Source: an optimization exercise on an open RTL-to-GDS flow (aim: small area, a short achievable clock period and few clock cycles per item). Production flows keep margins and buffers that such runs may drop.
At most, simulation tests tie the RTL to the original design; equivalence was not proved.

==> job 1302 <==
==> flow/design.v (excerpt) <==
module crc_generator(
input clk,reset,
input s_axis_input_tvalid,
output logic s_axis_input_tready,
input [7:0]s_axis_input_tdata,
input s_axis_input_tlast,
output logic m_axis_output_tvalid,
input  m_axis_output_tready,
output logic [7:0]m_axis_output_tdata,
output logic m_axis_output_tlast
    );
make LEC_CHECK=0 CAP_MARGIN=20 CORE_MARGIN=2 CORE_UTILIZATION=50 SETUP_SLACK_MARGIN=3.4 SLEW_MARGIN=20 finish   # period 5.5 ns
run.sh (not shown) runs the stock make flow with config.mk's settings and CLKGATE_MAP_FILE= SYNTH_SCRIPT=/design/flow/synth_recipe.tcl, a recipe that flattens the netlist after the stock synthesis.
==> job 9809 (differences from job 1302) <==
SETUP_SLACK_MARGIN = 3.9   (was 3.4)
==> impl_metrics.toml <==
[outcome]
status = "finished clean"

[layout]
areaGrowthSynthToFinish_pct = 71.9
layoutNonFillerInstCount = 394

[sta]
clock_skew_ns = 0.0158
period_share = 0.378

[cts]
cts.reportedPaths.clkPinSlew_ns = 0.11

[setup_path]
r2r_end = "m_axis_output_tdata[1]"
arrival_ns = 2.27
cp-startpoint = "m_axis_output_tdata[7]"

[detailed_routing]
wirelength_mm = 9.60
met1Wirelength_mm = 3.68
-- figures above: job 9809

==> impl_metrics.toml <==
[detailed_routing]
met1Wirelength_mm = 2.82
wirelength_mm = 6.16

[layout]
layoutNonFillerInstCount = 353
areaGrowthSynthToFinish_pct = 27.6

[sta]
period_share = 0.381
clock_skew_ns = 0.00747

[setup_path]
critical_path_class = "register to primary output"
r2r_end = "m_axis_output_tdata[4]"
cp-startpoint = "m_axis_output_tdata[2]"

[cts]
cts.reportedPaths.clkPinSlew_ns = 0.09

[outcome]
status = "finished clean"
-- figures above: job 1302

Testbench counts of job 1302, summed over its fixed seeds: cycles 15,304, blocks 64.
Testbench counts of job 9809, summed over its fixed seeds: cycles 15,304, blocks 64.

==> willow <==
==> flow/design.v <==
`timescale 1ns / 1ps
module crc_generator(
input clk,reset,
input s_axis_input_tvalid,
output logic s_axis_input_tready,
input [7:0]s_axis_input_tdata,
input s_axis_input_tlast,
output logic m_axis_output_tvalid,
input  m_axis_output_tready,
output logic [7:0]m_axis_output_tdata,
output logic m_axis_output_tlast
    );
logic [23:0] crc;
logic        fold;           
logic        first;          
logic [7:0]  skid_data;
logic        skid_valid;
logic [1:0]  emit_cnt;       
logic        emit;           
wire s_fire  = s_axis_input_tvalid & s_axis_input_tready;
wire o_free  = ~m_axis_output_tvalid | m_axis_output_tready;
wire ld_crc  = emit & ~skid_valid;
wire o_load  = o_free & (skid_valid | emit | s_axis_input_tvalid);
wire skid_take = s_fire & (skid_valid | emit | ~o_free);
wire [23:0] crc_fold = crc24_d8(crc, m_axis_output_tdata);
wire [23:0] crc_cur  = fold ? crc_fold : crc;
function [23:0] crc24_d8(input [23:0] c, input [7:0] d);
    integer k;
    reg [23:0] r;
    begin
        r = c;
        for (k = 7; k >= 0; k = k - 1)
            r = {r[22:0], 1'b0} ^ ((d[k] ^ r[23]) ? 24'h864CFB : 24'h0);
        crc24_d8 = r;
    end
endfunction
wire [1:0] emit_cnt_n = (s_fire & s_axis_input_tlast) ? 2'd3 :
                        (o_free & ld_crc) ? emit_cnt - 2'd1 : emit_cnt;
wire       skid_valid_n = skid_take | (skid_valid & ~o_free);
always @(posedge clk) begin
    if (reset) begin
        fold <= 1'b0;
        first <= 1'b1;
        skid_valid <= 1'b0;
        emit_cnt <= 2'd0;
        emit <= 1'b0;
        m_axis_output_tvalid <= 1'b0;
        m_axis_output_tdata <= 8'h0;
        m_axis_output_tlast <= 1'b0;
        s_axis_input_tready <= 1'b1;
    end else begin
        fold <= o_load;
        if (o_load)
            first <= 1'b0;
        skid_valid <= skid_valid_n;
        emit_cnt <= emit_cnt_n;
        emit <= (emit_cnt_n != 2'd0);
        if (o_free)
            m_axis_output_tvalid <= o_load;
        if (o_load) begin
            m_axis_output_tdata <= skid_valid ? skid_data :
                                   emit ? crc_cur[23:16] : s_axis_input_tdata;
            m_axis_output_tlast <= ld_crc & (emit_cnt == 2'd1);
        end
        s_axis_input_tready <= ~skid_valid_n & (emit_cnt_n == 2'd0);
    end
end
always @(posedge clk) begin
    if (first)
        crc <= 24'h0;
    else if (fold)
        crc <= crc_fold;
    if (skid_take)
        skid_data <= s_axis_input_tdata;
end
endmodule
==> flow/run.sh <==
#!/bin/bash
# synth_recipe.tcl (not shown) runs the flow's synth.tcl, then flattens the netlist and writes it again
# the make line also repeats each setting of config.mk as NAME=value (left out here)
make -C /OpenROAD-flow-scripts/flow DESIGN_CONFIG=/design/flow/config.mk WORK_HOME=/design/flow/orfs CLKGATE_MAP_FILE= SYNTH_SCRIPT=/design/flow/synth_recipe.tcl finish
==> flow/config.mk <==
export PLATFORM = sky130hd
export DESIGN_NAME = crc_generator
export DESIGN_NICKNAME = crc_generator
export VERILOG_FILES = /design/flow/design.v
export SDC_FILE = /design/flow/constraint.sdc
export NUM_CORES = 8
export LEC_CHECK = 0
export CAP_MARGIN = 20
export CORE_MARGIN = 2
export CORE_UTILIZATION = 50
export SETUP_SLACK_MARGIN = 3.4
export SLEW_MARGIN = 20
==> flow/constraint.sdc <==
create_clock -name core_clock -period 5.5 [get_ports {clk}]
set_input_delay 1.1000 -clock core_clock [delete_from_list [all_inputs] [get_ports {clk}]]
set_output_delay 1.1000 -clock core_clock [all_outputs]
set_load 0.01 [all_outputs]
==> onyx (differences from willow) <==
==> flow/design.v, changed modules only <==
module crc_generator(
input clk,reset,
input s_axis_input_tvalid,
output logic s_axis_input_tready,
input [7:0]s_axis_input_tdata,
input s_axis_input_tlast,
output logic m_axis_output_tvalid,
input  m_axis_output_tready,
output logic [7:0]m_axis_output_tdata,
output logic m_axis_output_tlast
    );
logic [23:0] crc;
logic [1:0]  emit_cnt;       
logic        emit;           
wire o_free  = ~m_axis_output_tvalid | m_axis_output_tready;
assign s_axis_input_tready = o_free & ~emit;
wire ld_in   = s_axis_input_tvalid & s_axis_input_tready;
wire o_load  = o_free & (s_axis_input_tvalid | emit);
wire [23:0] crc_next = crc24_d8(crc, m_axis_output_tdata);
function [23:0] crc24_d8(input [23:0] c, input [7:0] d);
    integer k;
    reg [23:0] r;
    begin
        r = c;
        for (k = 7; k >= 0; k = k - 1)
            r = {r[22:0], 1'b0} ^ ((d[k] ^ r[23]) ? 24'h864CFB : 24'h0);
        crc24_d8 = r;
    end
endfunction
wire [1:0] emit_cnt_n = (ld_in & s_axis_input_tlast) ? 2'd3 :
                        (o_free & emit) ? emit_cnt - 2'd1 : emit_cnt;
always @(posedge clk) begin
    if (reset) begin
        crc <= 24'h0;
        m_axis_output_tdata <= 8'h0;
        emit_cnt <= 2'd0;
        emit <= 1'b0;
        m_axis_output_tvalid <= 1'b0;
    end else begin
        if (o_load) begin
            crc <= crc_next;
            m_axis_output_tdata <= emit ? crc_next[23:16] : s_axis_input_tdata;
        end
        emit_cnt <= emit_cnt_n;
        emit <= (emit_cnt_n != 2'd0);
        if (o_free)
            m_axis_output_tvalid <= o_load;
    end
end
always @(posedge clk) begin
    if (o_load)
        m_axis_output_tlast <= emit & (emit_cnt == 2'd1);
end
endmodule
- SETUP_SLACK_MARGIN: 3.4 -> default
==> notes <==
Against willow, the synthesized cell count of onyx is smaller by 12%.
Via count: willow is higher than onyx (30%).
Of onyx and willow, willow has the higher die area (gap about 25%, measured against willow).
Of willow and onyx, willow has the higher utilization (gap 2.6 points).
Against onyx, the worst hold slack of willow is worse by 0.0017 ns.
In willow the critical path depth is higher than in onyx, by 1.
==> figures <==
                                                                   onyx          willow
Routed wirelength normalized by instance count                     13.8 um         17.0 um
Compound-cell area share of the yosys netlist                        0.122          0.0987
Number of buffer and inverter stages on the critical path                2               0
Chip height                                                        68.3 um         79.0 um
Count of sequential standard cells                                      37              49
Resize count post-CTS                                                    0              37
Setup slack, reg-to-reg                                            3.19 ns         3.23 ns
Starting DRT DRC Count                                                  88             114
Run status                                                  finished clean  finished clean
Total standard cell area after synthesis                          2070 um2        2810 um2
Min Tclk post-route                                                3.70 ns         2.27 ns
Count of flip-flops with a built-in enable after synthesis               1               8
No run of this note included a check of the RTL's function; only the layout flow was run.

-- separate check: timing with driven ports --
The flow's constraints put no driver on any port. The routed layouts listed below were extracted and timed again, unchanged, in two steps. Step 1 (the two cells are an assumption about what drives the block):
set clk [get_ports {clk}]
set_driving_cell -lib_cell sky130_fd_sc_hd__clkbuf_16 $clk
set_driving_cell -lib_cell sky130_fd_sc_hd__buf_2 [delete_from_list [all_inputs] $clk]
Step 2 also shifts input and output timing later by t, the mid clock arrival at the registers, as if the neighbouring blocks saw the same clock. a / b / c = ideal / step 1 / step 2; a / b = the first two.
run | t (ns) | setup WS [ns] | worst register clock-pin slew, ns
job 1302 | 0.329 | 3.404 / 3.377 / 3.131 | 0.09 / 0.09
job 9809 | 0.339 | 3.421 / 3.421 / 3.083 | 0.11 / 0.11
willow | 0.335 | 3.227 / 3.227 / 3.150 | 0.09 / 0.09
onyx | 0.315 | 1.796 / 1.767 / 1.767 | 0.08 / 0.08
After both steps every run listed still meets setup and hold. The setup slack of job 9809, which loses most, moves by 0.000 ns with the drivers and by -0.338 ns with both steps.
